Background: an optimization exercise with open tools, aiming at small area. Do not read the settings as production practice.
RTL that was checked went through simulation tests only; none was proved equivalent to the original.
No functional check of the RTL was part of run 1.
Power and IR drop assume default switching activity.

$ cat flow/config.mk
export PLATFORM = sky130hd
export DESIGN_NAME = tamagotchi
export DESIGN_NICKNAME = tamagotchi
export VERILOG_FILES = /design/flow/design.v
export SDC_FILE = /design/flow/constraint.sdc
export NUM_CORES = 4
export LEC_CHECK = 0
export ABC_AREA = 1
export CAP_MARGIN = 20
export CORE_MARGIN = 2
export CORE_UTILIZATION = 65
export CTS_CLUSTER_DIAMETER = 100
export CTS_CLUSTER_SIZE = 30
export PLACE_DENSITY = 0.75
export SLEW_MARGIN = 20
$ cat flow/constraint.sdc
create_clock -name core_clock -period 20.0 [get_ports {clk}]
set_input_delay 4.0000 -clock core_clock [delete_from_list [all_inputs] [get_ports {clk}]]
set_output_delay 4.0000 -clock core_clock [all_outputs]
set_load 0.01 [all_outputs]
$ cat flow/design.v
module BCDtoSSeg (BCD, SSeg);
  input [4:0] BCD;
  output reg [0:6] SSeg;
always @ ( * ) begin
  case (BCD)
   5'd0: SSeg = 7'b0000001; 	 
	5'd1: SSeg = 7'b1001111; 	 
	5'd2: SSeg = 7'b0010010; 	 
	5'd3: SSeg = 7'b0000110; 	 
	5'd4: SSeg = 7'b1001100; 	 
	5'd5: SSeg = 7'b0100100; 	 
	5'd6: SSeg = 7'b0100000; 	 
	5'd7: SSeg = 7'b0001111; 	 
	5'd8: SSeg = 7'b0000000; 	 
	5'd9: SSeg = 7'b0001100; 	 
   5'd10: SSeg = 7'b1001000;   
   5'd11: SSeg = 7'b0001001;	 
   5'd12: SSeg = 7'b0000100;	 
   5'd13: SSeg = 7'b0100100;	 
   5'd14: SSeg = 7'b1110001;	 
   5'd15: SSeg = 7'b0011000;	 
   5'd16: SSeg = 7'b1100000;   
   5'd17: SSeg = 7'b1110000;	 
   5'd18: SSeg = 7'b0111000;	 
   5'd19: SSeg = 7'b1000001;	 
   5'd20: SSeg = 7'b1001111;	 
   5'd21: SSeg = 7'b1000010;	 
   5'd22: SSeg = 7'b0110000;	 
   5'd23: SSeg = 7'b0001000;	 
   default:
   SSeg = 7'b1111110;
  endcase
end
endmodule
module display_hex(
    input [39:0] num,
    input clk,
    input [9:0] k,
    output [0:6] sseg,
    output [7:0] an,
    input rst
    );
reg [4:0] bcd;
reg started;
BCDtoSSeg bcdtosseg(.BCD(bcd), .SSeg(sseg));
wire enable = &k[6:0];
wire [2:0] shown = k[9:7] - 3'd1;
assign an = started ? ~(8'b1 << shown) : 8'hff;
always @(posedge clk or negedge rst) begin
    if (!rst) begin
        bcd <= 0;
        started <= 0;
    end else if (enable) begin
        started <= 1;
        case (k[9:7])
            3'h0: bcd <= num[4:0];
            3'h1: bcd <= num[9:5];
            3'h2: bcd <= num[14:10];
            3'h3: bcd <= num[19:15];
            3'h4: bcd <= num[24:20];
            3'h5: bcd <= num[29:25];
            3'h6: bcd <= num[34:30];
            3'h7: bcd <= num[39:35];
        endcase
    end
end
endmodule
module spi_master(
   input clk,
   input reset,             
   input go,                
   input bit_in,
   input dc_in,
   output [2:0] bitsel,
   output load,             
   output fin,              
   output t0,               
   output reg mosi,
   output sclk,
   output ce,
   output reg dc,
   output reg lcd_rst
);
   reg [4:0] cc;
   reg [3:0] h;
   reg active;
   wire last = (cc == 5'h10);
   assign sclk   = h[0];
   assign ce     = ~active;
   assign bitsel = h[3:1];
   assign load   = ~active & (lcd_rst | go);
   assign fin    = active & last & (&h);
   assign t0     = active & ~(|cc) & ~(|h);
   always @(posedge clk or posedge reset) begin
      if (reset) begin
         cc <= 0;
         h <= 0;
         active <= 0;
         mosi <= 0;
         dc <= 0;
         lcd_rst <= 0;
      end else if (load) begin
         active <= 1;
         dc <= dc_in;
         lcd_rst <= 1;
      end else if (active) begin
         mosi <= bit_in;
         cc <= {cc[3:0], ~(cc[4] ^ cc[1])};
         if (last) begin
            h <= h + 1;
            if (&h) active <= 0;
         end
      end
   end
endmodule
module FSM_pet (
   input clk,
   input reset,           
   input go,
   input [2:0] face,
   input [2:0] icon,
   output mosi,
   output sclk,
   output ce,
   output dc,
   output lcd_rst
);
   reg [9:0] r;           
   reg [2:0] fs;          
   reg [2:0] ni;          
   reg [2:0] is;          
   wire load, fin, t0;
   wire [2:0] bs;
   function [7:0] dl;
      input [2:0] f;
      input [3:0] i;
      begin
         case (i)
            4'd0:  dl = (f == 5) ? 8'b00000000 : 8'b00001110;
            4'd1:  dl = (f == 5) ? 8'b00000000 : 8'b00010001;
            4'd2:  dl = (f == 5) ? 8'b00000011 : 8'b01100000;
            4'd3:  case (f)
                      0, 1:    dl = 8'b10000100;
                      2:       dl = 8'b10010010;
                      3, 4:    dl = 8'b10010000;
                      default: dl = 8'b00001100;
                   endcase
            4'd4:  case (f)
                      0:       dl = 8'b10110010;
                      1:       dl = 8'b10110110;
                      2:       dl = 8'b10110100;
                      3:       dl = 8'b10001000;
                      4:       dl = 8'b10111000;
                      default: dl = 8'b00010010;
                   endcase
            4'd5:  case (f)
                      0:       dl = 8'b10000010;
                      1:       dl = 8'b10000101;
                      2:       dl = 8'b10000100;
                      3, 4:    dl = 8'b10010000;
                      default: dl = 8'b00100001;
                   endcase
            4'd6:  case (f)
                      0, 4:    dl = 8'b01100011;
                      1:       dl = 8'b01100101;
                      2:       dl = 8'b01100111;
                      3:       dl = 8'b01100000;
                      default: dl = 8'b00100010;
                   endcase
            4'd7:  case (f)
                      0:       dl = 8'b00100011;
                      1, 2:    dl = 8'b00100101;
                      3:       dl = 8'b00100001;
                      4:       dl = 8'b00100100;
                      default: dl = 8'b00100000;
                   endcase
            4'd8:  dl = (f == 5) ? 8'b00000111 : 8'b00001111;
            4'd9:  dl = (f == 5) ? 8'b00001001 : 8'b00010001;
            4'd10: dl = (f == 5) ? 8'b11111111 : 8'b10100001;
            4'd11: dl = (f == 5) ? 8'b00000001 : 8'b10101110;
            4'd12: dl = (f == 5) ? 8'b10000001 : 8'b01000001;
            4'd13: dl = (f == 5) ? 8'b00011001 : 8'b00001001;
            4'd14: dl = (f == 5) ? 8'b10100001 : 8'b00000110;
            default: dl = (f == 5) ? 8'b00100001 : 8'b00000010;
         endcase
      end
   endfunction
   function [7:0] il;
      input [2:0] n;
      input [2:0] i;
      begin
         case (n)
            0: case (i)
                  0: il = 8'b00000000;
                  1: il = 8'b00110010;
                  2: il = 8'b00101010;
                  3: il = 8'b00100110;
                  4: il = 8'b00000000;
                  5: il = 8'b11001000;
                  6: il = 8'b10101000;
                  default: il = 8'b10011000;
               endcase
            1: case (i)
                  7: il = 8'b00011100;
                  6: il = 8'b00100010;
                  5: il = 8'b00100001;
                  4: il = 8'b01110001;
                  3: il = 8'b10010001;
                  2: il = 8'b10100001;
                  1: il = 8'b00100010;
                  default: il = 8'b00011100;
               endcase
            2: case (i)
                  7: il = 8'b01111100;
                  6: il = 8'b10010010;
                  5: il = 8'b01010001;
                  4: il = 8'b00010001;
                  3: il = 8'b00010001;
                  2: il = 8'b00010001;
                  1: il = 8'b00010010;
                  default: il = 8'b00011100;
               endcase
            3: case (i)
                  7: il = 8'b00000010;
                  6: il = 8'b00000111;
                  5: il = 8'b11111110;
                  4: il = 8'b10000000;
                  3: il = 8'b10000000;
                  2: il = 8'b10000010;
                  1: il = 8'b10000111;
                  default: il = 8'b11111110;
               endcase
            4: case (i)
                  7: il = 8'b01111110;
                  6: il = 8'b10000001;
                  5: il = 8'b11111111;
                  4: il = 8'b00011000;
                  3: il = 8'b00011000;
                  2: il = 8'b11111111;
                  1: il = 8'b10000001;
                  default: il = 8'b01111110;
               endcase
            default: il = 8'b00000000;
         endcase
      end
   endfunction
   wire fr = (r[9:6] == 4'd0);
   wire [2:0] g = r[5:3];
   wire [2:0] j = r[2:0];
   wire rev = (g == 3'd2) | (g == 3'd5);
   wire [3:0] di = {g[2], j ^ {3{rev}}};
   wire [2:0] ii = (g == 3'd0) ? 3'd7 : j;
   wire [7:0] dbyte = dl(fs, di);
   wire [7:0] ibyte = il(is, ii);
   reg [7:0] cbyte;
   reg [1:0] src;      
   reg dc_cur;
   always @(*) begin
      cbyte = 8'h00;
      src = 2'd0;
      dc_cur = 1'b0;
      if (!fr) begin
         dc_cur = r[9];
         if (!r[9])
            case (j)
               2: cbyte = 8'h21;
               3: cbyte = 8'h90;
               4: cbyte = 8'h20;
               5: cbyte = 8'h0C;
               6: cbyte = 8'h80;
               default: cbyte = 8'h00;
            endcase
      end else begin
         case (g)
            3'd0: case (j[1:0])
                     2'd0: src = 2'd2;
                     2'd1: cbyte = 8'hA0;
                     default: cbyte = 8'h42;
                  endcase
            3'd3: cbyte = j[0] ? 8'h41 : 8'hA0;
            3'd6: case (j[1:0])
                     2'd0: src = 2'd1;
                     2'd1: cbyte = 8'hA4;
                     default: cbyte = 8'h44;
                  endcase
            3'd7: begin src = 2'd2; dc_cur = 1'b1; end
            default: begin src = 2'd1; dc_cur = 1'b1; end
         endcase
      end
   end
   wire [7:0] byte_cur = (src == 2'd1) ? dbyte : (src == 2'd2) ? ibyte : cbyte;
   wire bit_cur = byte_cur[~bs];
   spi_master spi (
      .clk(clk),
      .reset(~reset),
      .go(go),
      .bit_in(bit_cur),
      .dc_in(dc_cur),
      .bitsel(bs),
      .load(load),
      .fin(fin),
      .t0(t0),
      .mosi(mosi),
      .sclk(sclk),
      .ce(ce),
      .dc(dc),
      .lcd_rst(lcd_rst)
   );
   wire c_end = (&r[5:0]) & (fr | (&r[9:6]));
   wire g_end = (g == 3'd3) ? j[0] :
                (g == 3'd0 || g == 3'd6) ? j[1] : (&j);
   always @(posedge clk or negedge reset) begin
      if (~reset) begin
         r <= 10'd504;
         is <= 3'd5;
      end else begin
         if (fin) begin
            if (!fr) r <= r + 1;
            else if (g_end) r <= {4'd0, g + 3'd1, 3'd0};
            else r <= r + 1;
            if (fr && r[5:0] == 6'd0) is <= ni;
         end
      end
   end
   always @(posedge clk) begin
      if (t0 && c_end) begin
         fs <= face;
         ni <= icon;
      end
   end
endmodule
module buzzer(
    input clk,
    input reset,
    input trigger,
    output buzzer_out
);
    parameter CLK_FREQ = 50_000;
    localparam [15:0] S_END = 16'h8488;   
    reg [15:0] counter;
    reg trigger_prev;
    reg active;
    assign buzzer_out = ~active;
    wire start = trigger & ~trigger_prev;
    wire done = (counter == S_END);
    always @(posedge clk or negedge reset) begin
        if (~reset) begin
            trigger_prev <= 0;
            active <= 0;
        end else begin
            trigger_prev <= trigger;
            if (start)
                active <= 1;
            else if (done)
                active <= 0;
        end
    end
    always @(posedge clk) begin
        if (active && !start && !done)
            counter <= {counter[14:0], ~(counter[15] ^ counter[2])};
        else
            counter <= 0;
    end
endmodule
module debounce #(parameter COUNT_BOT=1500, parameter MOV=0)(
	input reset,
	input clk,
	input boton_in,
	output reg boton_out
);
generate if (!MOV) begin : g
	localparam W = 11;
	localparam [10:0] S_PRESS = 11'h2ff;   
	localparam [10:0] S_REL   = 11'h2b3;   
	reg [W-1:0] counter;
	wire hit = (counter == (boton_out ? S_REL : S_PRESS));
	always @(posedge clk) begin
		if (~reset) begin
			counter <= 0;
			boton_out <= ~boton_in;
		end else if (boton_in != boton_out) begin
			counter <= 0;
		end else if (hit) begin
			boton_out <= ~boton_out;
			counter <= 0;
		end else begin
			counter <= {counter[9:0], ~(counter[10] ^ counter[0])};
		end
	end
end else begin : g
	localparam W = 14;
	localparam [13:0] S_PRESS = 14'h1b37;   
	localparam [13:0] S_REL   = 14'h1009;   
	reg [W-1:0] counter;
	wire hit = (counter == (boton_out ? S_REL : S_PRESS));
	always @(posedge clk) begin
		if (~reset) begin
			counter <= 0;
			boton_out <= ~boton_in;
		end else if (boton_in != boton_out) begin
			counter <= 0;
		end else if (hit) begin
			boton_out <= ~boton_out;
			counter <= 0;
		end else begin
			counter <= {counter[12:0], ~(counter[13] ^ counter[0] ^ counter[1])};
		end
	end
end endgenerate
endmodule
module debounce_b2 (
	input reset,
	input clk,
	input boton_in,
	input alive,
	output reg boton_out,
	output toggle
);
localparam [17:0] S_PRESS = 18'h1fd29;   
localparam [17:0] S_HOLD  = 18'h39923;   
localparam [4:0] REL = 5'd16;   
reg [17:0] c;
reg [4:0] rc;
wire [17:0] c_next = {c[16:0], ~(c[17] ^ c[0])};
assign toggle = boton_out & alive & (c == S_HOLD);
always @(posedge clk) begin
	if (~reset) begin
		c <= 0;
		rc <= 0;
		boton_out <= ~boton_in;
	end else if (!boton_out) begin
		rc <= 0;
		if (boton_in)
			c <= 0;
		else if (c == S_PRESS) begin
			boton_out <= 1;
			c <= 0;
		end else
			c <= c_next;
	end else begin
		if (!alive || c == S_HOLD)
			c <= 0;
		else
			c <= c_next;
		if (!boton_in)
			rc <= 0;
		else if ((rc & REL) == REL) begin
			boton_out <= 0;
			c <= 0;
			rc <= 0;
		end else
			rc <= rc + 1;
	end
end
endmodule
module i2c_master (
    input wire clk,
    input wire reset_n,
    input wire internal_clk,
    input wire [1:0] wr_code,
    output reg rx_pos,
    input wire read_enable,
    input wire write_enable,
    output wire nack,
    output wire queued,
    output wire data_valid,
    output wire stop,
    output reg scl_out,
    input wire sda_in,
    output reg sda_out
);
    parameter IDLE = 5'b00000,
              START = 5'b00001,
              SEND_BIT = 5'b00010,
              WAIT_SCL_HIGH = 5'b00011,
              WAIT_SCL_LOW = 5'b00100,
              CHECK_ACK = 5'b00101,
              CHECK_ACK_HIGH = 5'b00110,
              CHECK_ACK_LOW = 5'b00111,
              WRITE = 5'b01000,
              PREP_STOP = 5'b01001,
              STOP = 5'b01010,
              READ = 5'b01011,
              RECEIVE_BIT = 5'b01100,
              RD_SCL_HIGH = 5'b01101,
              RD_SCL_LOW = 5'b01110,
              SEND_ACK = 5'b01111,
              SEND_ACK_HIGH = 5'b10000,
              SEND_ACK_LOW = 5'b10001,
              RESTART = 5'b10010;
    reg [4:0] state;
    reg rd;                  
    reg [3:0] counter;
    reg [1:0] sel;
    reg nack_detected;
    reg sda_in_q, sda_in_qq;
    reg [7:0] tx_byte;
    always @(*) begin
        case (sel)
            2'd0: tx_byte = 8'h00;
            2'd1: tx_byte = 8'h6B;
            2'd2: tx_byte = 8'h3B;
            default: tx_byte = {7'h68, rd};
        endcase
    end
    wire tx_bit = tx_byte[~counter[2:0]];
    assign data_valid = (state == SEND_ACK_HIGH);
    assign stop = (state == STOP);
    assign queued = (counter == 4'd0) &&
                    ((state == RECEIVE_BIT) || (state == SEND_BIT && sel != 2'd3));
    assign nack = nack_detected &&
                  ((state == WRITE) || (state == READ) || (state == PREP_STOP));
    always @(posedge clk or negedge reset_n) begin
        if (!reset_n) begin
            sda_in_q <= 1'b1;
            sda_in_qq <= 1'b1;
        end else begin
            sda_in_q <= sda_in;
            sda_in_qq <= sda_in_q;
        end
    end
    always @(posedge clk or negedge reset_n) begin
        if (!reset_n) begin
            state <= IDLE;
            scl_out <= 1'b1;
            sda_out <= 1'b1;
            rx_pos <= 1'b0;
            counter <= 4'b0;
            nack_detected <= 1'b0;
            sel <= 2'b0;
        end else begin
            case (state)
                IDLE: begin
                    scl_out <= 1'b1;
                    sda_out <= 1'b1;
                    rx_pos <= 1'b0;
                    counter <= 4'b0;
                    if (internal_clk) begin
                        if (write_enable || read_enable) begin
                            state <= START;
                        end
                    end
                end
                START: begin
                    scl_out <= 1'b1;
                    sda_out <= 1'b0;
                    if (internal_clk) begin
                        scl_out <= 1'b0;
                        counter <= 4'b0000;
                        sel <= 2'd3;
                        rd <= ~write_enable;
                        state <= SEND_BIT;
                    end
                end
                SEND_BIT: begin
                    if (internal_clk) begin
                        scl_out <= 1'b0;
                        sda_out <= tx_bit;
                        counter <= counter + 1;
                        state <= WAIT_SCL_HIGH;
                    end
                end
                WAIT_SCL_HIGH: begin
                    if (internal_clk) begin
                        scl_out <= 1'b1;
                        state <= WAIT_SCL_LOW;
                    end
                end
                WAIT_SCL_LOW: begin
                    if (internal_clk) begin
                        scl_out <= 1'b0;
                        if (counter[3]) begin
                            state <= CHECK_ACK;
                        end else begin
                            state <= SEND_BIT;
                        end
                    end
                end
                CHECK_ACK: begin
                    if (internal_clk) begin
                        sda_out <= 1'b1;
                        scl_out <= 1'b0;
                        state <= CHECK_ACK_HIGH;
                    end
                end
                CHECK_ACK_HIGH: begin
                    if (internal_clk) begin
                        scl_out <= 1'b1;
                        nack_detected <= sda_in_qq;
                        state <= CHECK_ACK_LOW;
                    end
                end
                CHECK_ACK_LOW: begin
                    if (internal_clk) begin
                        scl_out <= 1'b0;
                        state <= rd ? READ : WRITE;
                    end
                end
                WRITE: begin
                    if (nack_detected) begin
                        scl_out <= 1'b0;
                        if (internal_clk) begin
                            sda_out <= 1'b0;
                            state <= PREP_STOP;
                        end
                    end else begin
                        if (write_enable) begin
                            sel <= wr_code;
                            counter <= 4'b0000;
                            state <= SEND_BIT;
                        end else if (read_enable) begin
                            scl_out <= 1'b0;
                            sda_out <= 1'b1;
                            if (internal_clk) begin
                                state <= RESTART;
                            end
                        end else begin
                            scl_out <= 1'b0;
                            if (internal_clk) begin
                                sda_out <= 1'b0;
                                state <= PREP_STOP;
                            end
                        end
                    end
                end
                RESTART: begin
                    if (internal_clk) begin
                        state <= IDLE;
                    end
                end
                READ: begin
                    if (nack_detected) begin
                        scl_out <= 1'b0;
                        if (internal_clk) begin
                            sda_out <= 1'b0;
                            state <= PREP_STOP;
                        end
                    end else begin
                        if (read_enable) begin
                            sel <= 2'b01;
                            counter <= 4'b0000;
                            state <= RECEIVE_BIT;
                        end else if (write_enable) begin
                            scl_out <= 1'b0;
                            sda_out <= 1'b1;
                            if (internal_clk) begin
                                state <= IDLE;
                            end
                        end else begin
                            scl_out <= 1'b0;
                            if (internal_clk) begin
                                sda_out <= 1'b0;
                                state <= PREP_STOP;
                            end
                        end
                    end
                end
                RECEIVE_BIT: begin
                    if (internal_clk) begin
                        sda_out <= 1'b1;
                        scl_out <= 1'b0;
                        counter <= counter + 1;
                        state <= RD_SCL_HIGH;
                    end
                end
                RD_SCL_HIGH: begin
                    if (internal_clk) begin
                        scl_out <= 1'b1;
                        case (counter[3:0])
                            4'd1: if (sda_in_qq) sel[0] <= 1'b0;
                            4'd2: if (!sda_in_qq) sel[0] <= 1'b0;
                            4'd3: if (sda_in_qq) sel[1] <= 1'b1;
                            4'd4: if (!sda_in_qq && !sel[1]) sel[0] <= 1'b0;
                            default: if (sda_in_qq) sel[1] <= 1'b1;
                        endcase
                        state <= RD_SCL_LOW;
                    end
                end
                RD_SCL_LOW: begin
                    if (internal_clk) begin
                        scl_out <= 1'b0;
                        if (counter[3]) begin
                            state <= SEND_ACK;
                        end else begin
                            state <= RECEIVE_BIT;
                        end
                    end
                end
                SEND_ACK: begin
                    if (internal_clk) begin
                        sda_out <= (read_enable) ? 1'b0 : 1'b1;
                        rx_pos <= sel[0] & sel[1];
                        scl_out <= 1'b0;
                        state <= SEND_ACK_HIGH;
                    end
                end
                SEND_ACK_HIGH: begin
                    if (internal_clk) begin
                        scl_out <= 1'b1;
                        state <= SEND_ACK_LOW;
                    end
                end
                SEND_ACK_LOW: begin
                    if (internal_clk) begin
                        scl_out <= 1'b0;
                        state <= READ;
                    end
                end
                PREP_STOP: begin
                    if (internal_clk) begin
                        nack_detected <= 1'b0;
                        scl_out <= 1'b1;
                        sda_out <= 1'b0;
                        state <= STOP;
                    end
                end
                STOP: begin
                    if (internal_clk) begin
                        scl_out <= 1'b1;
                        sda_out <= 1'b1;
                        state <= IDLE;
                    end
                end
                default: state <= IDLE;
            endcase
        end
    end
endmodule
module mpu6050_controller (
    input wire clk,
    input wire reset_n,
    input wire internal_clk,
    output reg [1:0] wr_code,
    output reg read_enable,
    output reg write_enable,
    input wire queued,
    input wire nack,
    input wire stop,
    input wire data_valid,
    input wire rx_pos,
    output reg [3:0] address,
    output reg data_pos,
    output reg load,
    output reg completed,
    input wire rescan
);
    localparam IDLE = 3'b000,
               POWER_MGMT_0 = 3'b001,
               POWER_MGMT_1 = 3'b010,
               READ_0 = 3'b011,
               READ_1 = 3'b100,
               STABLE = 3'b101;
    reg [2:0] state;
    always @(posedge clk or negedge reset_n) begin
        if (!reset_n) begin
            wr_code <= 2'd0;
            read_enable <= 1'b0;
            write_enable <= 1'b0;
            address <= 4'b0;
            load <= 1'b0;
            data_pos <= 1'b0;
            completed <= 1'b0;
            state <= IDLE;
        end else begin
            case (state)
                IDLE: begin
                    if (internal_clk) begin
                        wr_code <= 2'd0;
                        read_enable <= 1'b0;
                        write_enable <= 1'b0;
                        address <= 4'b0;
                        load <= 1'b0;
                        data_pos <= 1'b0;
                        completed <= 1'b0;
                        state <= POWER_MGMT_0;
                    end
                end
                POWER_MGMT_0: begin
                    if (internal_clk) begin
                        wr_code <= 2'd1;
                        write_enable <= 1'b1;
                        read_enable <= 1'b0;
                        if (queued) begin
                            wr_code <= 2'd0;
                            state <= POWER_MGMT_1;
                        end else if (nack) begin
                            state <= IDLE;
                        end
                    end
                end
                POWER_MGMT_1: begin
                    if (internal_clk) begin
                        if (queued) begin
                            wr_code <= 2'd0;
                            write_enable <= 1'b0;
                            read_enable <= 1'b0;
                            state <= READ_0;
                        end else if (nack) begin
                            state <= IDLE;
                        end
                    end
                end
                READ_0: begin
                    if (internal_clk) begin
                        if (stop) begin
                            wr_code <= 2'd2;
                            write_enable <= 1'b1;
                            read_enable <= 1'b0;
                        end else if (queued) begin
                            write_enable <= 1'b0;
                            read_enable <= 1'b1;
                            address <= 4'b0;
                        end else if (data_valid) begin
                            load <= 1'b1;
                            data_pos <= rx_pos;
                            state <= READ_1;
                        end else if (nack) begin
                            state <= IDLE;
                        end
                    end
                end
                READ_1: begin
                    if (internal_clk) begin
                        if (data_valid) begin
                            load <= 1'b1;
                            data_pos <= rx_pos;
                        end else if (queued) begin
                            address <= address + 1;
                            if (address == 4'b1100) begin
                                write_enable <= 1'b0;
                                read_enable <= 1'b0;
                            end else begin
                                write_enable <= 1'b0;
                                read_enable <= 1'b1;
                            end
                        end else if (stop) begin
                            state <= STABLE;
                        end else begin
                            load <= 1'b0;
                        end
                    end
                end
                STABLE: begin
                    completed <= 1'b1;
                    if (internal_clk) begin
                        if (rescan) begin
                            state <= IDLE;
                        end
                    end
                end
                default: ;
            endcase
        end
    end
endmodule
module movement_detect (
    input wire clk,
    input wire reset_n,
    input wire internal_clk,
    input wire completed,
    output reg rescan,
    input wire x_pos,
    output reg movement
);
    always @(posedge clk or negedge reset_n) begin
        if (!reset_n) begin
            movement <= 1'b1;
            rescan <= 1'b0;
        end else begin
            if (internal_clk) begin
                if (completed) begin
                    movement <= x_pos;
                    rescan <= 1'b1;
                end else begin
                    rescan <= 1'b0;
                end
            end
        end
    end
endmodule
module mpu6050_interface (
    input wire clk,
    input wire reset_n,
    input wire sda_i,
    output wire sda_o,
    output wire scl_o,
    output reg movement_deb
);
    wire movement;
    wire internal_clk;
    wire [1:0] wr_code;
    wire read_enable;
    wire write_enable;
    wire queued;
    wire nack;
    wire stop;
    wire data_valid;
    wire rx_pos;
    wire [3:0] address;
    wire data_pos;
    wire load;
    wire completed;
    wire rescan;
    reg [7:0] counter;
    reg x_pos;
    mpu6050_controller mpu6050_ctrl (
        .clk(clk),
        .reset_n(reset_n),
        .internal_clk(internal_clk),
        .wr_code(wr_code),
        .read_enable(read_enable),
        .write_enable(write_enable),
        .queued(queued),
        .nack(nack),
        .stop(stop),
        .data_valid(data_valid),
        .rx_pos(rx_pos),
        .address(address),
        .data_pos(data_pos),
        .load(load),
        .completed(completed),
        .rescan(rescan)
    );
    i2c_master i2c_master (
        .clk(clk),
        .reset_n(reset_n),
        .internal_clk(internal_clk),
        .wr_code(wr_code),
        .rx_pos(rx_pos),
        .read_enable(read_enable),
        .write_enable(write_enable),
        .nack(nack),
        .queued(queued),
        .data_valid(data_valid),
        .stop(stop),
        .scl_out(scl_o),
        .sda_in(sda_i),
        .sda_out(sda_o)
    );
    movement_detect detector (
        .clk(clk),
        .reset_n(reset_n),
        .internal_clk(internal_clk),
        .completed(completed),
        .rescan(rescan),
        .x_pos(x_pos),
        .movement(movement)
    );
    localparam [7:0] S_TIC = 8'hcf;   
    assign internal_clk = (counter == S_TIC);
    always @(posedge clk or negedge reset_n) begin
        if (!reset_n) begin
            counter <= 8'b0;
        end else if (internal_clk) begin
            counter <= 8'b0;
        end else begin
            counter <= {counter[6:0], ~(counter[7] ^ counter[2])};
        end
    end
    localparam [6:0] P_PRESS = 7'd93;    
    localparam [7:0] S_PRESS = 8'hbe;     
    localparam [7:0] S_REL   = 8'h84;     
    reg [6:0] p;
    wire hit = movement_deb ? (counter == S_REL)
                            : (((p & P_PRESS) == P_PRESS) && (counter == S_PRESS));
    always @(posedge clk) begin
        if (~reset_n) begin
            p <= 0;
            movement_deb <= ~movement;
        end else if (movement != movement_deb) begin
            p <= 0;
        end else if (hit) begin
            movement_deb <= ~movement_deb;
            p <= 0;
        end else if (internal_clk) begin
            p <= p + 1;
        end
    end
    always @(posedge clk or negedge reset_n) begin
        if (!reset_n) begin
            x_pos <= 1'b0;
        end else if (internal_clk && load && address == 4'h0) begin
            x_pos <= data_pos;
        end
    end
endmodule
module tamagotchi (
    input clk,
    input reset,
    input b2, b3, b4,
    input light_sensor,
    input sound_sensor,
    input sda_i,
    output scl_o,
    output sda_o,
    output mosi,
    output sclk,
    output ce,
    output dc,
    output lcd_rst,
    output [0:6] sseg,
    output [7:0] an,
    output test_led,
    output buzzer_out
);
    localparam ONE_SECOND = 50_000;
    localparam HOLD_TIME = 5 * ONE_SECOND;
    localparam FACE_TIME = 2 * ONE_SECOND;
    localparam SLEEP = 3'd0, FOOD = 3'd1, BATH = 3'd2, MUSIC = 3'd3, EXERCISE = 3'd4, DEAD = 3'd5;
    mpu6050_interface mpu6050 (
        .clk(clk),
        .reset_n(reset),
        .sda_i(sda_i),
        .sda_o(sda_o),
        .scl_o(scl_o),
        .movement_deb(movement_deb)
    );
    wire b2_deb, b3_deb, b4_deb, movement_deb;
    wire b2_toggle;
    debounce_b2 b2_debounce (.reset(reset), .clk(clk), .boton_in(b2), .alive(current != DEAD), .boton_out(b2_deb), .toggle(b2_toggle));
    debounce #(1500) b3_debounce (.reset(reset), .clk(clk), .boton_in(b3), .boton_out(b3_deb));
    debounce #(1500) b4_debounce (.reset(reset), .clk(clk), .boton_in(b4), .boton_out(b4_deb));
    reg [2:0] sleep_state, food_state, bath_state, music_state, exercise_state, health_state;
    reg [2:0] current, face;
    reg [17:0] sleep_hold_timer, music_hold_timer;
    reg [16:0] face_timer;
    reg sleep_hold_active, music_hold_active, sound_detected;
    reg music_past;    
    localparam [17:0] S_HOLD = 18'h39923;   
    localparam [17:0] S_1S   = 18'h1c355;   
    localparam [16:0] S_FACE = 17'h1b2da;   
    localparam [11:0] S_Q    = 12'hbea;     
    function [17:0] st18;
        input [17:0] s;
        st18 = {s[16:0], ~(s[17] ^ s[0])};
    endfunction
    function [16:0] st17;
        input [16:0] s;
        st17 = {s[15:0], ~(s[16] ^ s[1])};
    endfunction
    function [11:0] st12;
        input [11:0] s;
        st12 = {s[10:0], ~(s[11] ^ s[0])};
    endfunction
    reg test_mode;
    assign test_led = !test_mode;
    reg [9:0] k;
    reg [11:0] q;
    wire tick = (&k[3:0]) && (q == S_Q);
    reg [4:0] a;
    reg [1:0] t4;
    reg [1:0] t3;
    reg [2:0] t5;
    reg evt;
    always @(posedge clk or negedge reset) begin
        if (~reset) begin
            k <= 10'd64;
            q <= 0;
            a <= 0;
            t4 <= 0;
            t3 <= 0;
            t5 <= 0;
            evt <= 0;
        end else begin
            k <= k + 1;
            q <= (q == S_Q) ? 12'd0 : st12(q);
            evt <= 0;
            if (tick) begin
                if (a == 5'd29) begin
                    a <= 0;
                    evt <= 1;
                    t4 <= t4 + 1;
                    t3 <= (t3 == 2'd2) ? 2'd0 : t3 + 1;
                    t5 <= (t5 == 3'd4) ? 3'd0 : t5 + 1;
                end else begin
                    a <= a + 1;
                end
            end
        end
    end
    wire ev_food     = evt & ~t4[0];                  
    wire ev_bath     = evt & (t4 == 2'd0);            
    wire ev_music    = evt & (t3 == 2'd0);            
    wire ev_exercise = evt & (t5 == 3'd0);            
    wire ev_sleep    = ev_food & (t3 == 2'd0);        
    FSM_pet pet_display (
        .clk(clk),
        .reset(reset),
        .go(k[0]),
        .face(face),
        .icon(current),
        .mosi(mosi),
        .sclk(sclk),
        .ce(ce),
        .dc(dc),
        .lcd_rst(lcd_rst)
    );
    reg [39:0] display_data;
    display_hex seg_display (
        .num(display_data),
        .clk(clk),
        .k(k),
        .sseg(sseg),
        .an(an),
        .rst(reset)
    );
    reg buzzer_trigger;
    buzzer #(.CLK_FREQ(ONE_SECOND)) buzzer_inst (
        .clk(clk),
        .reset(reset),
        .trigger(buzzer_trigger),
        .buzzer_out(buzzer_out)
    );
    always @(*) begin
        case (current)
            SLEEP:   display_data = {5'd13, 5'd14, 5'd15, 2'b0, sleep_state[2:0], 5'd10, 5'd14, 5'd17, 2'b0, health_state[2:0]};
            FOOD:    display_data = {5'd10, 5'd11, 5'd12, 2'b0, food_state[2:0], 5'd10, 5'd14, 5'd17, 2'b0, health_state[2:0]};
            BATH:    display_data = {5'd16, 5'd17, 5'd10, 2'b0, bath_state[2:0], 5'd10, 5'd14, 5'd17, 2'b0, health_state[2:0]};
            MUSIC:   display_data = {5'd18, 5'd19, 5'd11, 2'b0, music_state[2:0], 5'd10, 5'd14, 5'd17, 2'b0, health_state[2:0]};
            EXERCISE: display_data = {5'd18, 5'd20, 5'd17, 2'b0, exercise_state[2:0], 5'd10, 5'd14, 5'd17, 2'b0, health_state[2:0]};
            default: display_data = {5'd21, 5'd22, 5'd23, 5'd21, 5'd21, 5'd22, 5'd23, 5'd21};
        endcase
    end
    reg b2_prev, b3_prev, b4_prev, movement_prev;
    wire b2_posedge, b3_posedge, b4_posedge, movement_posedge;
    always @(posedge clk or negedge reset) begin
        if (~reset) begin
            b2_prev <= 0;
            b3_prev <= 0;
            b4_prev <= 0;
            movement_prev <= 0;
        end else begin
            b2_prev <= b2_deb;
            b3_prev <= b3_deb;
            b4_prev <= b4_deb;
            movement_prev <= movement_deb;
        end
    end
    assign b2_posedge = b2_deb & ~b2_prev;
    assign b3_posedge = b3_deb & ~b3_prev;
    assign b4_posedge = b4_deb & ~b4_prev;
    assign movement_posedge = movement_deb & ~movement_prev;
    wire alive = (current != DEAD);
    wire tm = b2_posedge & test_mode & alive;
    wire cS = (current == SLEEP), cF = (current == FOOD), cB = (current == BATH),
         cM = (current == MUSIC), cE = (current == EXERCISE);
    wire dS = ev_sleep    | (tm & cS);
    wire dF = ev_food     | (tm & cF);
    wire dB = ev_bath     | (tm & cB);
    wire dM = ev_music    | (tm & cM);
    wire dE = ev_exercise | (tm & cE);
    wire b4go = b4_posedge & alive;
    wire sleep_start = cS & ~sleep_hold_active & b4_posedge & light_sensor;
    wire sleep_end = sleep_hold_active & (sleep_hold_timer == S_HOLD);
    wire music_end = music_hold_active & (music_hold_timer == S_HOLD);
    wire music_start = cM & ~music_hold_active & b4_posedge;
    wire rF = b4go & cF;
    wire rB = b4go & cB;
    wire rS = sleep_end;
    wire rM = music_end & sound_detected;
    wire rE = cE & movement_posedge;
    wire fullS = (sleep_state == 3'd7), fullF = (food_state == 3'd7), fullB = (bath_state == 3'd7),
         fullM = (music_state == 3'd7), fullE = (exercise_state == 3'd7);
    wire zS = (sleep_state == 3'd0), zF = (food_state == 3'd0), zB = (bath_state == 3'd0),
         zM = (music_state == 3'd0), zE = (exercise_state == 3'd0);
    wire hfull = (health_state == 3'd7);
    wire hzero = (health_state == 3'd0);
    reg h_chg, h_up;
    always @(*) begin
        h_chg = 1'b0;
        h_up = 1'b0;
        if (ev_sleep)    begin if (fullS & ~hfull) begin h_chg = 1; h_up = 1; end else if (zS & ~hzero) begin h_chg = 1; h_up = 0; end end
        if (ev_food)     begin if (fullF & ~hfull) begin h_chg = 1; h_up = 1; end else if (zF & ~hzero) begin h_chg = 1; h_up = 0; end end
        if (ev_bath)     begin if (fullB & ~hfull) begin h_chg = 1; h_up = 1; end else if (zB & ~hzero) begin h_chg = 1; h_up = 0; end end
        if (ev_music)    begin if (fullM & ~hfull) begin h_chg = 1; h_up = 1; end else if (zM & ~hzero) begin h_chg = 1; h_up = 0; end end
        if (ev_exercise) begin if (fullE & ~hfull) begin h_chg = 1; h_up = 1; end else if (zE & ~hzero) begin h_chg = 1; h_up = 0; end end
        if (tm) begin
            if ((cS & fullS) | (cF & fullF) | (cB & fullB) | (cM & fullM) | (cE & fullE)) begin
                if (~hfull) begin h_chg = 1; h_up = 1; end
            end else if ((cS & zS) | (cF & zF) | (cB & zB) | (cM & zM) | (cE & zE)) begin
                if (~hzero) begin h_chg = 1; h_up = 0; end
            end
        end
        if (((rF & fullF) | (rB & fullB) | (rS & fullS) | (rM & fullM) | (rE & fullE)) & ~hzero) begin
            h_chg = 1; h_up = 0;
        end
    end
    wire okFB = (rF & (~fullF | ~hzero)) | (rB & (~fullB | ~hzero));
    wire okS = rS & (~fullS | ~hzero);
    wire okM = rM & (~fullM | ~hzero);
    wire okE = rE & (~fullE | ~hzero);
    always @(posedge clk) begin
        if (sleep_start | sleep_end)
            sleep_hold_timer <= 0;
        else if (sleep_hold_active)
            sleep_hold_timer <= st18(sleep_hold_timer);
        if (music_start | music_end)
            music_hold_timer <= 0;
        else if (music_hold_active)
            music_hold_timer <= st18(music_hold_timer);
    end
    always @(posedge clk or negedge reset) begin
        if (~reset) begin
            sleep_state <= 3'd7;
            food_state <= 3'd7;
            bath_state <= 3'd7;
            music_state <= 3'd7;
            exercise_state <= 3'd7;
            health_state <= 3'd7;
            current <= SLEEP;
            face <= 0;
            test_mode <= 0;
            face_timer <= 0;
            sleep_hold_active <= 0;
            music_hold_active <= 0;
            sound_detected <= 0;
            music_past <= 0;
            buzzer_trigger <= 0;
        end else begin
            if (rS & ~fullS) sleep_state <= sleep_state + 1;
            else if (dS & ~zS) sleep_state <= sleep_state - 1;
            if (rF & ~fullF) food_state <= food_state + 1;
            else if (dF & ~zF) food_state <= food_state - 1;
            if (rB & ~fullB) bath_state <= bath_state + 1;
            else if (dB & ~zB) bath_state <= bath_state - 1;
            if (rM & ~fullM) music_state <= music_state + 1;
            else if (dM & ~zM) music_state <= music_state - 1;
            if (rE & ~fullE) exercise_state <= exercise_state + 1;
            else if (dE & ~zE) exercise_state <= exercise_state - 1;
            if (h_chg) health_state <= h_up ? health_state + 1 : health_state - 1;
            buzzer_trigger <= okFB | okS | okM | okE;
            if (b2_toggle) test_mode <= ~test_mode;
            if (b3_posedge && alive) begin
                case (current)
                    SLEEP: current <= FOOD;
                    FOOD: current <= BATH;
                    BATH: current <= MUSIC;
                    MUSIC: current <= EXERCISE;
                    default: current <= SLEEP;
                endcase
            end
            if (okFB) begin
                face <= (rF ? fullF : fullB) ? 3'd2 : 3'd1;
                face_timer <= 0;
            end
            if (sleep_start) begin
                face <= 3;
                sleep_hold_active <= 1;
            end
            if (sleep_end) sleep_hold_active <= 0;
            if (okS) begin
                face <= fullS ? 3'd2 : 3'd1;
                face_timer <= 0;
            end
            if (music_start) begin
                music_hold_active <= 1;
                sound_detected <= 0;
            end
            if (music_hold_active) begin
                if (!music_end) begin
                    if (music_hold_timer == S_1S) music_past <= 1;
                    if (music_past && !sound_sensor) sound_detected <= 1;
                end else begin
                    music_hold_active <= 0;
                    sound_detected <= 0;
                    music_past <= 0;
                end
            end
            if (okM) begin
                face <= fullM ? 3'd2 : 3'd1;
                face_timer <= 0;
            end
            if (okE) begin
                face <= fullE ? 3'd2 : 3'd1;
                face_timer <= 0;
            end
            if (alive && !sleep_hold_active) begin
                if (face_timer != S_FACE) begin
                    face_timer <= st17(face_timer);
                end else if (face != 0) begin
                    if (health_state <= 3) begin
                        face <= 4;
                    end else begin
                        face <= 0;
                    end
                    face_timer <= 0;
                end
            end
            if (alive && face != 1 && face != 2 && face != 3 && face != 5) begin
                if (health_state <= 3 && face != 4) begin
                    face <= 4;
                end else if (health_state > 3 && face == 4) begin
                    face <= 0;
                end
            end
            if (hzero) begin
                current <= DEAD;
                face <= 5;
            end
        end
    end
endmodule
$ cat flow/flow/run.sh
#!/bin/bash
set -euo pipefail
W="$(pwd)"
rm -rf "$W/scripts_mod"
cp -r "$FLOW_HOME/scripts" "$W/scripts_mod"
cp "$W/flow/abc_area.script" "$W/scripts_mod/abc_area.script"
bash "$W/standard.sh" SCRIPTS_DIR="$W/scripts_mod" finish > "$W/flow_make.log" 2>&1
$ cat flow/flow/abc_area.script
strash
&get -n
&fraig -x
&put
scorr
dc2
dretime
strash
&get -n
&dch -f
&nf -a -p -R 1000 -C 32 -F 8 -A 6
&put
$ cat flow/standard.sh
#!/bin/bash
# synth_recipe.tcl (not shown) runs the flow's synth.tcl, then flattens the netlist and writes it again
# the make line also repeats each setting of config.mk as NAME=value (left out here)
make -C /OpenROAD-flow-scripts/flow DESIGN_CONFIG=/design/flow/config.mk WORK_HOME=/design/flow/orfs CLKGATE_MAP_FILE= SYNTH_SCRIPT=/design/flow/synth_recipe.tcl "${@:-finish}"
==> flow_summary.ini, run 1 <==
[outcome]
outcome = finished clean

[power_and_ir_drop]
peakVddDrop_uv = 74.0
pwr-share-clk = 0.346
p_sw_w = 0.000185
p_leak_nw = 6.26
p_per_area_mw_per_mm2 = 57.5
intPower_w = 0.000700
comb_power_share = 0.016
p_seq_frac = 0.638
switching_share = 0.209

[cts]
clk_pin_slew_ns = 0.11
cts_made_buffers = 13
postCtsSetupBuffers = 0
cts_tree = built
h-tree-depth = 1
cts_hold_repair.buffers = 0
clock_latency_ns = 0.49
cts_resized = 0
clock-sinks = 277
clockBufferDepth = 3
cts_root_buf = clkbuf_16

[synth]
yosys.area_share.adder = 0.0418
synth_fp_nets = 1616
synthArstFlopShare = 0.585
syn-instance-count = 1564
synth_top_family_by_area = simple AND/OR/NAND/NOR gates
synth_compound_area_frac = 0.161
synth_xor_area_frac = 0.0326
synth_top_area_frac = 0.228
syn_area_per_cell_um2 = 9.11
ys_seq_area_frac = 0.456
synth_seq_cells = 277
synthMuxAreaShare = 0.0395
synth_area_leaders = dfrtp_1 (23%), dfxtp_1 (15%), dfstp_2 (5.9%), a21oi_1 (4.5%), nand2_1 (4.3%)
synth-simple-area-share = 0.255
synth_edf_count = 10
synth_area_mm2 = 0.0142
yosys-top-cells-count = nand2_1 (162), nor2_1 (158), dfrtp_1 (130)
synthFlopType = dfrtp_1
synthDistinctLibCells = 66
synth_area_leader_cell = dfrtp_1
yosysWarningCount = 12
yosysMostFrequentCell = nand2_1

[route]
drtAntennaViolNets = 0
viasPerCell = 6.27
drt_wl_total_um = 31300
drc_errors = 0
drt-initial-drc-count = 888
vias = 11900
drt-wirelength-per-cell_um = 16.5
drt_first_pass_iters = 6

[global_route]
antenna_found_initial = 0
grt_pass1_wl_um = 53900
grt_pass1_vias = 11300
grt_overflow_total = 0
grt_max_degree = 74
grt_use_total = 0.269

[floorplanning]
io_pins = 32
die_h_um = 152
initial_core_util = 0.657
dieArea_mm2 = 0.0231
coreArea_mm2 = 0.0217
die_w_um = 152
rows = 54

[timing]
worst_pin_slew_ns = 1.03
fmax_mhz = 153
tns_ns = 0
min_period_ns = 6.54
rsz0062_at_grt = false
maxSlewViolCount = 0
slew-limit-headroom = 0.308
finalHoldViolations = 0
report.final.setup_viol = 0
fin_crit_sh = 0.327
skew_ns = 0.0235

[placement]
portBuffers = 31
place_area_mm2 = 0.0150
routabilityCongestion = 0.988
dp_hpwl_um = 22400

[final_layout]
drive_gt1_frac = 0.0388
fin_area_mm2 = 0.0154
n_antenna_cell = 0
utilization = 0.710
nNetsFinal = 1668
syn_to_final_growth_pct = 8.02

[worst_setup_path]
critPathSlowestCell = dfrtp_1
crit_chain = clkinv_1 -> ha_1 -> nor2b_1 -> a2111oi_0 -> nor2_1 -> clkdlybuf4s50_1
critical_path.top_delay_family = buffers and inverters
critPathRequiredTime_ns = 16.00
endpoint_kind = output port
critPathMaxFanout = 9
worst_path_largest_cell_delay_ns = 0.52
critPathLaunchType = flip-flop
critPathKind = flip-flop to output port
cp.arrival_ns = 2.54
crit_buf_inv = 2

[run]
maxCapViolations = 0

[min_path]
hold_path_class = flip-flop to flip-flop
## sequential cells by signal, summed over array words and instances, names as in the netlist, 8 cells and up
name	flops
face_timer	17
music_hold_timer	18
b4_debounce.g.counter	11
b3_debounce.g.counter	11
k	10
buzzer_inst.counter	16
b2_debounce.c	18
q	12
sleep_hold_timer	18
pet_display.r	10
mpu6050.counter	8
## metal layers
layer	vias to the layer above	wire length, um	track usage
li1	5843	-	-
met1	5619	14100	0.374
met2	385	14700	0.443
met3	77	1690	0.0319
met4	0	867	0.0877
met5	-	0	0
## cell usage in the layout, fill, tap and decap left out, types with 40 or more instances in the layout
| master | instances |
|---|---|
| a21oi_1 | 127 |
| and2_0 | 49 |
| and3_1 | 40 |
| clkinv_1 | 48 |
| dfrtp_1 | 130 |
| dfxtp_1 | 105 |
| nand2_1 | 162 |
| nand3_1 | 56 |
| nor2_1 | 158 |
| nor3_1 | 63 |
| o21ai_0 | 92 |
## kinds of logic (layout without fill, tap and decap cells)
logic type                 after synthesis  in the layout
buffers and inverters                   54            112
xor gates and xnor gates                53             53
DFF                                    277            277
adders and majority gates               44             44
AOI/OAI and AO/OA                      370            370
muxes                                   54             54
and+or+nand+nor                        712            712
## area by class of cell
cell class | count | area [um2]
sequential | 277 | 6500
multi-input combinational | 1233 | 7570
timing repair buffer | 43 | 404
tap | 280 | 350
clock inverter | 1 | 20.0
clock buffer | 20 | 373
inverter | 48 | 180
fill | 1700 | 6300
## power by group through the flow
| stage | clock network [W] | registers (W) | logic (W) |
|---|---|---|---|
| floorplan | 0 | 0.000575 | 0.00000456 |
| finish | 0.000306 | 0.000564 | 0.0000145 |
| detailed placement | 0 | 0.000576 | 0.0000150 |
| global placement | 0 | 0.000575 | 0.0000147 |
| global route | 0.000334 | 0.000565 | 0.0000169 |
| CTS | 0.000316 | 0.000564 | 0.0000151 |
## per-stage QoR
step | cells | worst slack, ns | hold slack, ns | power (W)
after floorplan | 1564 | 14.62 | 0.345 | 0.000580
after detailed placement | 1881 | 13.17 | 0.361 | 0.000591
after CTS | 1902 | 13.45 | 0.378 | 0.000895
after global placement | 1881 | 13.24 | 0.349 | 0.000590
after global routing | 1902 | 13.25 | 0.377 | 0.000916
final | 1902 | 13.46 | 0.375 | 0.000885
## path summary, 6_finish.rpt
kind                       slack, ns                                  start                                     end  depth (start not counted)
setup / recovery               13.46         seg_display.bcd[1]$_DFFE_PN0P_                                 sseg[0]                          6
hold / removal                  0.37  mpu6050.i2c_master.sda_in_q$_DFF_PN1_  mpu6050.i2c_master.sda_in_qq$_DFF_PN1_                          0
setup reg to reg               15.98           pet_display.r[3]$_DFFE_PN1P_        pet_display.spi.mosi$_DFFE_PN0P_                         14
hold reg to reg                 0.37  mpu6050.i2c_master.sda_in_q$_DFF_PN1_  mpu6050.i2c_master.sda_in_qq$_DFF_PN1_                          0
max in group asynchronous      14.65                                  reset            mpu6050.counter[7]$_DFF_PN0_                          3
min in group asynchronous       3.45                                  reset                 face_timer[5]$_DFF_PN0_                          1
==> inputs of run 2 (changes only) <==
--- a/flow/design.v
+++ b/flow/design.v
@@ -142,6 +142,6 @@
             4'd3:  case (f)
                       0, 1:    dl = 8'b10000100;
-                      2:       dl = 8'b10010010;
-                      3, 4:    dl = 8'b10010000;
+                      2, 6:       dl = 8'b10010010;
+                      3, 4, 7:    dl = 8'b10010000;
                       default: dl = 8'b00001100;
                    endcase
@@ -149,6 +149,6 @@
                       0:       dl = 8'b10110010;
                       1:       dl = 8'b10110110;
-                      2:       dl = 8'b10110100;
-                      3:       dl = 8'b10001000;
+                      2, 6:       dl = 8'b10110100;
+                      3, 7:       dl = 8'b10001000;
                       4:       dl = 8'b10111000;
                       default: dl = 8'b00010010;
@@ -157,6 +157,6 @@
                       0:       dl = 8'b10000010;
                       1:       dl = 8'b10000101;
-                      2:       dl = 8'b10000100;
-                      3, 4:    dl = 8'b10010000;
+                      2, 6:       dl = 8'b10000100;
+                      3, 4, 7:    dl = 8'b10010000;
                       default: dl = 8'b00100001;
                    endcase
@@ -164,12 +164,12 @@
                       0, 4:    dl = 8'b01100011;
                       1:       dl = 8'b01100101;
-                      2:       dl = 8'b01100111;
-                      3:       dl = 8'b01100000;
+                      2, 6:       dl = 8'b01100111;
+                      3, 7:       dl = 8'b01100000;
                       default: dl = 8'b00100010;
                    endcase
             4'd7:  case (f)
                       0:       dl = 8'b00100011;
-                      1, 2:    dl = 8'b00100101;
-                      3:       dl = 8'b00100001;
+                      1, 2, 6:    dl = 8'b00100101;
+                      3, 7:       dl = 8'b00100001;
                       4:       dl = 8'b00100100;
                       default: dl = 8'b00100000;
@@ -470,23 +470,23 @@
     output reg sda_out
 );
-    parameter IDLE = 5'b00000,
-              START = 5'b00001,
-              SEND_BIT = 5'b00010,
-              WAIT_SCL_HIGH = 5'b00011,
-              WAIT_SCL_LOW = 5'b00100,
-              CHECK_ACK = 5'b00101,
-              CHECK_ACK_HIGH = 5'b00110,
-              CHECK_ACK_LOW = 5'b00111,
-              WRITE = 5'b01000,
-              PREP_STOP = 5'b01001,
-              STOP = 5'b01010,
-              READ = 5'b01011,
-              RECEIVE_BIT = 5'b01100,
-              RD_SCL_HIGH = 5'b01101,
-              RD_SCL_LOW = 5'b01110,
-              SEND_ACK = 5'b01111,
-              SEND_ACK_HIGH = 5'b10000,
-              SEND_ACK_LOW = 5'b10001,
-              RESTART = 5'b10010;
+    parameter IDLE = 5'b10000,
+              START = 5'b10001,
+              SEND_BIT = 5'b00000,
+              WAIT_SCL_HIGH = 5'b00001,
+              WAIT_SCL_LOW = 5'b00010,
+              CHECK_ACK = 5'b00100,
+              CHECK_ACK_HIGH = 5'b00101,
+              CHECK_ACK_LOW = 5'b00110,
+              WRITE = 5'b10010,
+              PREP_STOP = 5'b10100,
+              STOP = 5'b10101,
+              READ = 5'b10011,
+              RECEIVE_BIT = 5'b01000,
+              RD_SCL_HIGH = 5'b01001,
+              RD_SCL_LOW = 5'b01010,
+              SEND_ACK = 5'b01100,
+              SEND_ACK_HIGH = 5'b01101,
+              SEND_ACK_LOW = 5'b01110,
+              RESTART = 5'b10110;
     reg [4:0] state;
     reg rd;                  
@@ -511,13 +511,44 @@
     assign nack = nack_detected &&
                   ((state == WRITE) || (state == READ) || (state == PREP_STOP));
-    always @(posedge clk or negedge reset_n) begin
-        if (!reset_n) begin
-            sda_in_q <= 1'b1;
-            sda_in_qq <= 1'b1;
-        end else begin
-            sda_in_q <= sda_in;
-            sda_in_qq <= sda_in_q;
-        end
+    always @(posedge clk) begin
+        sda_in_q <= sda_in;
+        sda_in_qq <= sda_in_q;
+        case (state)
+            IDLE: begin
+                rx_pos <= 1'b0;
+                counter <= 4'b0;
+            end
+            START: if (internal_clk) begin
+                counter <= 4'b0;
+                sel <= 2'd3;
+                rd <= ~write_enable;
+            end
+            SEND_BIT, RECEIVE_BIT: if (internal_clk) counter <= counter + 1;
+            CHECK_ACK_HIGH: if (internal_clk) nack_detected <= sda_in_qq;
+            WRITE: if (!nack_detected && write_enable) begin
+                sel <= wr_code;
+                counter <= 4'b0;
+            end
+            READ: if (!nack_detected && read_enable) begin
+                sel <= 2'b01;
+                counter <= 4'b0;
+            end
+            RD_SCL_HIGH: if (internal_clk) begin
+                case (counter)
+                    4'd1: if (sda_in_qq) sel[0] <= 1'b0;
+                    4'd2: if (!sda_in_qq) sel[0] <= 1'b0;
+                    4'd3: if (sda_in_qq) sel[1] <= 1'b1;
+                    4'd4: if (!sda_in_qq && !sel[1]) sel[0] <= 1'b0;
+                    default: if (sda_in_qq) sel[1] <= 1'b1;
+                endcase
+            end
+            SEND_ACK: if (internal_clk) rx_pos <= sel[0] & sel[1];
+            PREP_STOP: if (internal_clk) nack_detected <= 1'b0;
+            default: ;
+        endcase
     end
+    wire scl_rise = (state == WAIT_SCL_HIGH) || (state == CHECK_ACK_HIGH) ||
+                    (state == RD_SCL_HIGH) || (state == SEND_ACK_HIGH) ||
+                    (state == PREP_STOP) || (state == STOP);
     always @(posedge clk or negedge reset_n) begin
         if (!reset_n) begin
@@ -525,200 +556,85 @@
             scl_out <= 1'b1;
             sda_out <= 1'b1;
-            rx_pos <= 1'b0;
-            counter <= 4'b0;
-            nack_detected <= 1'b0;
-            sel <= 2'b0;
         end else begin
+            if (state == IDLE)
+                scl_out <= 1'b1;
+            else if (state == START)
+                scl_out <= ~internal_clk;
+            else if (internal_clk)
+                scl_out <= scl_rise;
             case (state)
                 IDLE: begin
-                    scl_out <= 1'b1;
                     sda_out <= 1'b1;
-                    rx_pos <= 1'b0;
-                    counter <= 4'b0;
-                    if (internal_clk) begin
-                        if (write_enable || read_enable) begin
-                            state <= START;
-                        end
-                    end
+                    if (internal_clk && (write_enable || read_enable))
+                        state <= START;
                 end
                 START: begin
-                    scl_out <= 1'b1;
                     sda_out <= 1'b0;
-                    if (internal_clk) begin
-                        scl_out <= 1'b0;
-                        counter <= 4'b0000;
-                        sel <= 2'd3;
-                        rd <= ~write_enable;
-                        state <= SEND_BIT;
-                    end
-                end
-                SEND_BIT: begin
-                    if (internal_clk) begin
-                        scl_out <= 1'b0;
-                        sda_out <= tx_bit;
-                        counter <= counter + 1;
-                        state <= WAIT_SCL_HIGH;
-                    end
-                end
-                WAIT_SCL_HIGH: begin
-                    if (internal_clk) begin
-                        scl_out <= 1'b1;
-                        state <= WAIT_SCL_LOW;
-                    end
-                end
-                WAIT_SCL_LOW: begin
-                    if (internal_clk) begin
-                        scl_out <= 1'b0;
-                        if (counter[3]) begin
-                            state <= CHECK_ACK;
-                        end else begin
-                            state <= SEND_BIT;
-                        end
-                    end
-                end
-                CHECK_ACK: begin
-                    if (internal_clk) begin
-                        sda_out <= 1'b1;
-                        scl_out <= 1'b0;
-                        state <= CHECK_ACK_HIGH;
-                    end
+                    if (internal_clk) state <= SEND_BIT;
                 end
-                CHECK_ACK_HIGH: begin
-                    if (internal_clk) begin
-                        scl_out <= 1'b1;
-                        nack_detected <= sda_in_qq;
-                        state <= CHECK_ACK_LOW;
-                    end
-                end
-                CHECK_ACK_LOW: begin
-                    if (internal_clk) begin
-                        scl_out <= 1'b0;
-                        state <= rd ? READ : WRITE;
-                    end
+                SEND_BIT: if (internal_clk) begin
+                    sda_out <= tx_bit;
+                    state <= WAIT_SCL_HIGH;
+                end
+                WAIT_SCL_HIGH: if (internal_clk) state <= WAIT_SCL_LOW;
+                WAIT_SCL_LOW: if (internal_clk) state <= counter[3] ? CHECK_ACK : SEND_BIT;
+                CHECK_ACK: if (internal_clk) begin
+                    sda_out <= 1'b1;
+                    state <= CHECK_ACK_HIGH;
                 end
+                CHECK_ACK_HIGH: if (internal_clk) state <= CHECK_ACK_LOW;
+                CHECK_ACK_LOW: if (internal_clk) state <= rd ? READ : WRITE;
                 WRITE: begin
                     if (nack_detected) begin
-                        scl_out <= 1'b0;
                         if (internal_clk) begin
                             sda_out <= 1'b0;
                             state <= PREP_STOP;
                         end
-                    end else begin
-                        if (write_enable) begin
-                            sel <= wr_code;
-                            counter <= 4'b0000;
-                            state <= SEND_BIT;
-                        end else if (read_enable) begin
-                            scl_out <= 1'b0;
-                            sda_out <= 1'b1;
-                            if (internal_clk) begin
-                                state <= RESTART;
-                            end
-                        end else begin
-                            scl_out <= 1'b0;
-                            if (internal_clk) begin
-                                sda_out <= 1'b0;
-                                state <= PREP_STOP;
-                            end
-                        end
-                    end
-                end
-                RESTART: begin
-                    if (internal_clk) begin
-                        state <= IDLE;
+                    end else if (write_enable) begin
+                        state <= SEND_BIT;
+                    end else if (read_enable) begin
+                        sda_out <= 1'b1;
+                        if (internal_clk) state <= RESTART;
+                    end else if (internal_clk) begin
+                        sda_out <= 1'b0;
+                        state <= PREP_STOP;
                     end
                 end
+                RESTART: if (internal_clk) state <= IDLE;
                 READ: begin
                     if (nack_detected) begin
-                        scl_out <= 1'b0;
                         if (internal_clk) begin
                             sda_out <= 1'b0;
                             state <= PREP_STOP;
                         end
-                    end else begin
-                        if (read_enable) begin
-                            sel <= 2'b01;
-                            counter <= 4'b0000;
-                            state <= RECEIVE_BIT;
-                        end else if (write_enable) begin
-                            scl_out <= 1'b0;
-                            sda_out <= 1'b1;
-                            if (internal_clk) begin
-                                state <= IDLE;
-                            end
-                        end else begin
-                            scl_out <= 1'b0;
-                            if (internal_clk) begin
-                                sda_out <= 1'b0;
-                                state <= PREP_STOP;
-                            end
-                        end
-                    end
-                end
-                RECEIVE_BIT: begin
-                    if (internal_clk) begin
+                    end else if (read_enable) begin
+                        state <= RECEIVE_BIT;
+                    end else if (write_enable) begin
                         sda_out <= 1'b1;
-                        scl_out <= 1'b0;
-                        counter <= counter + 1;
-                        state <= RD_SCL_HIGH;
-                    end
-                end
-                RD_SCL_HIGH: begin
-                    if (internal_clk) begin
-                        scl_out <= 1'b1;
-                        case (counter[3:0])
-                            4'd1: if (sda_in_qq) sel[0] <= 1'b0;
-                            4'd2: if (!sda_in_qq) sel[0] <= 1'b0;
-                            4'd3: if (sda_in_qq) sel[1] <= 1'b1;
-                            4'd4: if (!sda_in_qq && !sel[1]) sel[0] <= 1'b0;
-                            default: if (sda_in_qq) sel[1] <= 1'b1;
-                        endcase
-                        state <= RD_SCL_LOW;
-                    end
-                end
-                RD_SCL_LOW: begin
-                    if (internal_clk) begin
-                        scl_out <= 1'b0;
-                        if (counter[3]) begin
-                            state <= SEND_ACK;
-                        end else begin
-                            state <= RECEIVE_BIT;
-                        end
-                    end
-                end
-                SEND_ACK: begin
-                    if (internal_clk) begin
-                        sda_out <= (read_enable) ? 1'b0 : 1'b1;
-                        rx_pos <= sel[0] & sel[1];
-                        scl_out <= 1'b0;
-                        state <= SEND_ACK_HIGH;
-                    end
-                end
-                SEND_ACK_HIGH: begin
-                    if (internal_clk) begin
-                        scl_out <= 1'b1;
-                        state <= SEND_ACK_LOW;
+                        if (internal_clk) state <= IDLE;
+                    end else if (internal_clk) begin
+                        sda_out <= 1'b0;
+                        state <= PREP_STOP;
                     end
                 end
-                SEND_ACK_LOW: begin
-                    if (internal_clk) begin
-                        scl_out <= 1'b0;
-                        state <= READ;
-                    end
+                RECEIVE_BIT: if (internal_clk) begin
+                    sda_out <= 1'b1;
+                    state <= RD_SCL_HIGH;
                 end
-                PREP_STOP: begin
-                    if (internal_clk) begin
-                        nack_detected <= 1'b0;
-                        scl_out <= 1'b1;
-                        sda_out <= 1'b0;
-                        state <= STOP;
-                    end
+                RD_SCL_HIGH: if (internal_clk) state <= RD_SCL_LOW;
+                RD_SCL_LOW: if (internal_clk) state <= counter[3] ? SEND_ACK : RECEIVE_BIT;
+                SEND_ACK: if (internal_clk) begin
+                    sda_out <= ~read_enable;
+                    state <= SEND_ACK_HIGH;
+                end
+                SEND_ACK_HIGH: if (internal_clk) state <= SEND_ACK_LOW;
+                SEND_ACK_LOW: if (internal_clk) state <= READ;
+                PREP_STOP: if (internal_clk) begin
+                    sda_out <= 1'b0;
+                    state <= STOP;
                 end
-                STOP: begin
-                    if (internal_clk) begin
-                        scl_out <= 1'b1;
-                        sda_out <= 1'b1;
-                        state <= IDLE;
-                    end
+                STOP: if (internal_clk) begin
+                    sda_out <= 1'b1;
+                    state <= IDLE;
                 end
                 default: state <= IDLE;
--- a/flow/config.mk
+++ b/flow/config.mk
@@ -10,6 +10,6 @@
 export CORE_MARGIN = 2
 export CORE_UTILIZATION = 65
-export CTS_CLUSTER_DIAMETER = 100
-export CTS_CLUSTER_SIZE = 30
+export CTS_CLUSTER_DIAMETER = 80
+export CTS_CLUSTER_SIZE = 25
 export PLACE_DENSITY = 0.75
 export SLEW_MARGIN = 20
==> run 2 against run 1 <==
Via count fell by 3.3%. Synthesized cell count is 4.3% lower. Global-route usage grew 0.21 points. Largest power group unchanged. Critical path type unchanged. Routed wire length down 2.8%. Register-to-register slack gained 0.12 ns. Final cell count down 3.4%. Sequential share of layout area increased by 0.70 points. Cell area down 1.2%.
==> flow_summary.ini, run 2 <==
[placement]
placed_cells = 1810
portBuffers = 31
dp_hpwl_um = 21700
routabilityCongestion = 0.921

[final_layout]
drive_gt1_frac = 0.0448
instances_no_fill = 1838
fillers = 1623
utilization = 0.721
syn_to_final_growth_pct = 8.88
mostFrequentLayoutCell = nor2_1
n_antenna_cell = 0
reg_top3 = b2_debounce.c (18), music_hold_timer (18), sleep_hold_timer (18)
final_cell_mix = nor2_1 (158), nand2_1 (142), dfrtp_1 (121), a21oi_1 (113), dfxtp_1 (107)
nNetsFinal = 1605

[synth]
syn_area_per_cell_um2 = 9.33
synth_area_mm2 = 0.0140
synth_area_leaders = dfrtp_1 (22%), dfxtp_1 (15%), dfstp_2 (5.8%), nor2_1 (4.2%), a21oi_1 (4.0%)
syn-instance-count = 1497
synth-simple-area-share = 0.244
synthMuxAreaShare = 0.0486
yosys.area_share.adder = 0.0426
synth_top_area_frac = 0.217
yosys-top-cells-count = nor2_1 (158), nand2_1 (142), dfrtp_1 (121)
yosysMostFrequentCell = nor2_1
ys_seq_area_frac = 0.467
synth_top_family_by_area = simple AND/OR/NAND/NOR gates
synth_xor_area_frac = 0.0320
synthFlopType = dfrtp_1
yosysWarningCount = 12
synth_fp_nets = 1549
synthArstFlopShare = 0.549
synth_seq_cells = 277
synth_area_leader_cell = dfrtp_1
synthDistinctLibCells = 67
synth_edf_count = 18
synth_compound_area_frac = 0.151

[floorplanning]
io_pins = 32
dieArea_mm2 = 0.0227
coreArea_mm2 = 0.0211
rows = 53
die_h_um = 151
die_w_um = 151
initial_core_util = 0.662

[worst_setup_path]
rr_startpoint = pet_display.r[3]$_DFFE_PN1P_
r2r_cells = 13
critPathKind = flip-flop to output port
r2r_slack_ns = 16.10
critPathLaunchType = flip-flop
critPathMaxFanout = 18
rr_endpoint = pet_display.spi.mosi$_DFFE_PN0P_
crit_cells = 5
critical_path.top_delay_family = buffers and inverters
crit_path_end = sseg[0]
endpoint_kind = output port
crit_chain = clkinv_1 -> nor2_1 -> o32ai_1 -> a21oi_1 -> clkdlybuf4s50_1
cp-startpoint = seg_display.bcd[2]$_DFFE_PN0P_
crit_buf_inv = 2
cp.arrival_ns = 2.40
critPathSlowestCell = dfrtp_1
worst_path_largest_cell_delay_ns = 0.64
critPathRequiredTime_ns = 16.00

[route]
drt-wirelength-per-cell_um = 16.6
drt-initial-drc-count = 843
drtAntennaViolNets = 0
drt_wl_total_um = 30500
viasPerCell = 6.27
drt_first_pass_iters = 7
vias = 11500
drc_errors = 0

[global_route]
grt_max_degree = 103
grt_pass1_vias = 10800
grt_use_total = 0.271
antenna_found_initial = 0
grt_pass1_wl_um = 51500
grt_overflow_total = 0

[timing]
min_period_ns = 6.40
rsz0062_at_grt = false
fin_crit_sh = 0.320
maxSlewViolCount = 0
worst_pin_slew_ns = 1.03
tns_ns = 0
finalHoldViolations = 0
report.final.setup_viol = 0
fmax_mhz = 156
slew-limit-headroom = 0.312
skew_ns = 0.0171

[power_and_ir_drop]
peakVddDrop_uv = 79.8
p_per_area_mw_per_mm2 = 61.0
p_leak_nw = 6.11

[min_path]
min_path_cells = 0
hold_path_class = flip-flop to flip-flop

[cts]
cts_made_buffers = 16
postCtsSetupBuffers = 0
h-tree-depth = 1
clock-sinks = 277
clockBufferDepth = 3
cts_tree = built
cts_resized = 0
cts_root_buf = clkbuf_16
clk_pin_slew_ns = 0.09
cts_hold_repair.buffers = 0
clock_latency_ns = 0.50

[run]
maxCapViolations = 0

[outcome]
outcome = finished clean
## run 2: logic make-up after synthesis
family	after synthesis
AOI/OAI and AO/OA	343
xor gates and xnor gates	51
adders and majority gates	44
buffers and inverters	51
DFF	277
muxes	64
and+or+nand+nor	667
## run 2: report_power, final
part           switching, W  internal (W)
combinational     0.0000106    0.00000364
sequential       0.00000205      0.000564
clock              0.000184      0.000163
## run 2: through the flow
stage	hold slack [ns]	power [W]	area [um2]	worst slack [ns]
2_1_floorplan	0.310	0.000581	14000	14.65
3_3_place_gp	0.316	0.000591	14700	14.13
3_5_place_dp	0.320	0.000592	14700	14.12
4_1_cts	0.341	0.000940	15200	13.60
5_1_grt	0.345	0.000962	15200	13.37
6_report	0.336	0.000927	15200	13.60
## run 2: layout make-up
class	count	area (um2)	area share
multi-input cells	1169	7260	0.477
clock inverters	6	58.8	0.00387
inverters	45	169	0.0111
well taps	275	344	0.0226
repair buffers	44	409	0.0269
clock buffers	22	444	0.0292
flip-flops and latches	277	6530	0.429
## run 2: layer usage
metal	GRT usage	share of wire	wire, um	vias to the layer above
met5	0	0	0	-
met4	0.0682	0.023	687	0
met3	0.0358	0.053	1600	81
met2	0.450	0.47	14400	381
met1	0.379	0.45	13700	5479
li1	-	-	-	5588
## run 2: worst min path at each step
stage | startpoint | endpoint | slack (ns)
final | mpu6050.i2c_master.sda_in_q$_DFF_P_ | mpu6050.i2c_master.sda_in_qq$_DFF_P_ | 0.34
after global routing | mpu6050.i2c_master.sda_in_q$_DFF_P_ | mpu6050.i2c_master.sda_in_qq$_DFF_P_ | 0.34
after CTS | mpu6050.i2c_master.sda_in_q$_DFF_P_ | mpu6050.i2c_master.sda_in_qq$_DFF_P_ | 0.34
after detailed placement | mpu6050.i2c_master.sda_in_q$_DFF_P_ | mpu6050.i2c_master.sda_in_qq$_DFF_P_ | 0.32
after global placement | mpu6050.i2c_master.sda_in_q$_DFF_P_ | mpu6050.i2c_master.sda_in_qq$_DFF_P_ | 0.32
after floorplan | mpu6050.i2c_master.sda_in_q$_DFF_P_ | mpu6050.i2c_master.sda_in_qq$_DFF_P_ | 0.31

-- afterwards: timing with drivers on the ports --
The results above use ideal ports. As a check the final layouts listed here were re-extracted and re-timed, cells and wires unchanged.
Step 1 assumes that a clkbuf_16 drives the clock port and a buf_2 every other input.
Step 2 adds t to the input delays and takes it off the output delays; t is the mean of the earliest and latest rising clock arrival at the registers after step 1. Input paths then give back, and output paths get back, about the clock's delay inside the block.
Slacks: no drivers / after step 1 / after step 2; pairs: no drivers / after step 1.
run	t (ns)	slack for setup (ns)	clock arrival spread, ns	pins driven straight from the clock port
run 1	0.524	13.456 / 13.409 / 13.275	0.029 / 0.029	1
run 2	0.534	13.600 / 13.554 / 14.087	0.024 / 0.023	1
After both steps every run listed still meets setup and hold. For run 1, which loses most, drivers alone change the setup slack by -0.047 ns; drivers and shift together by -0.181 ns.
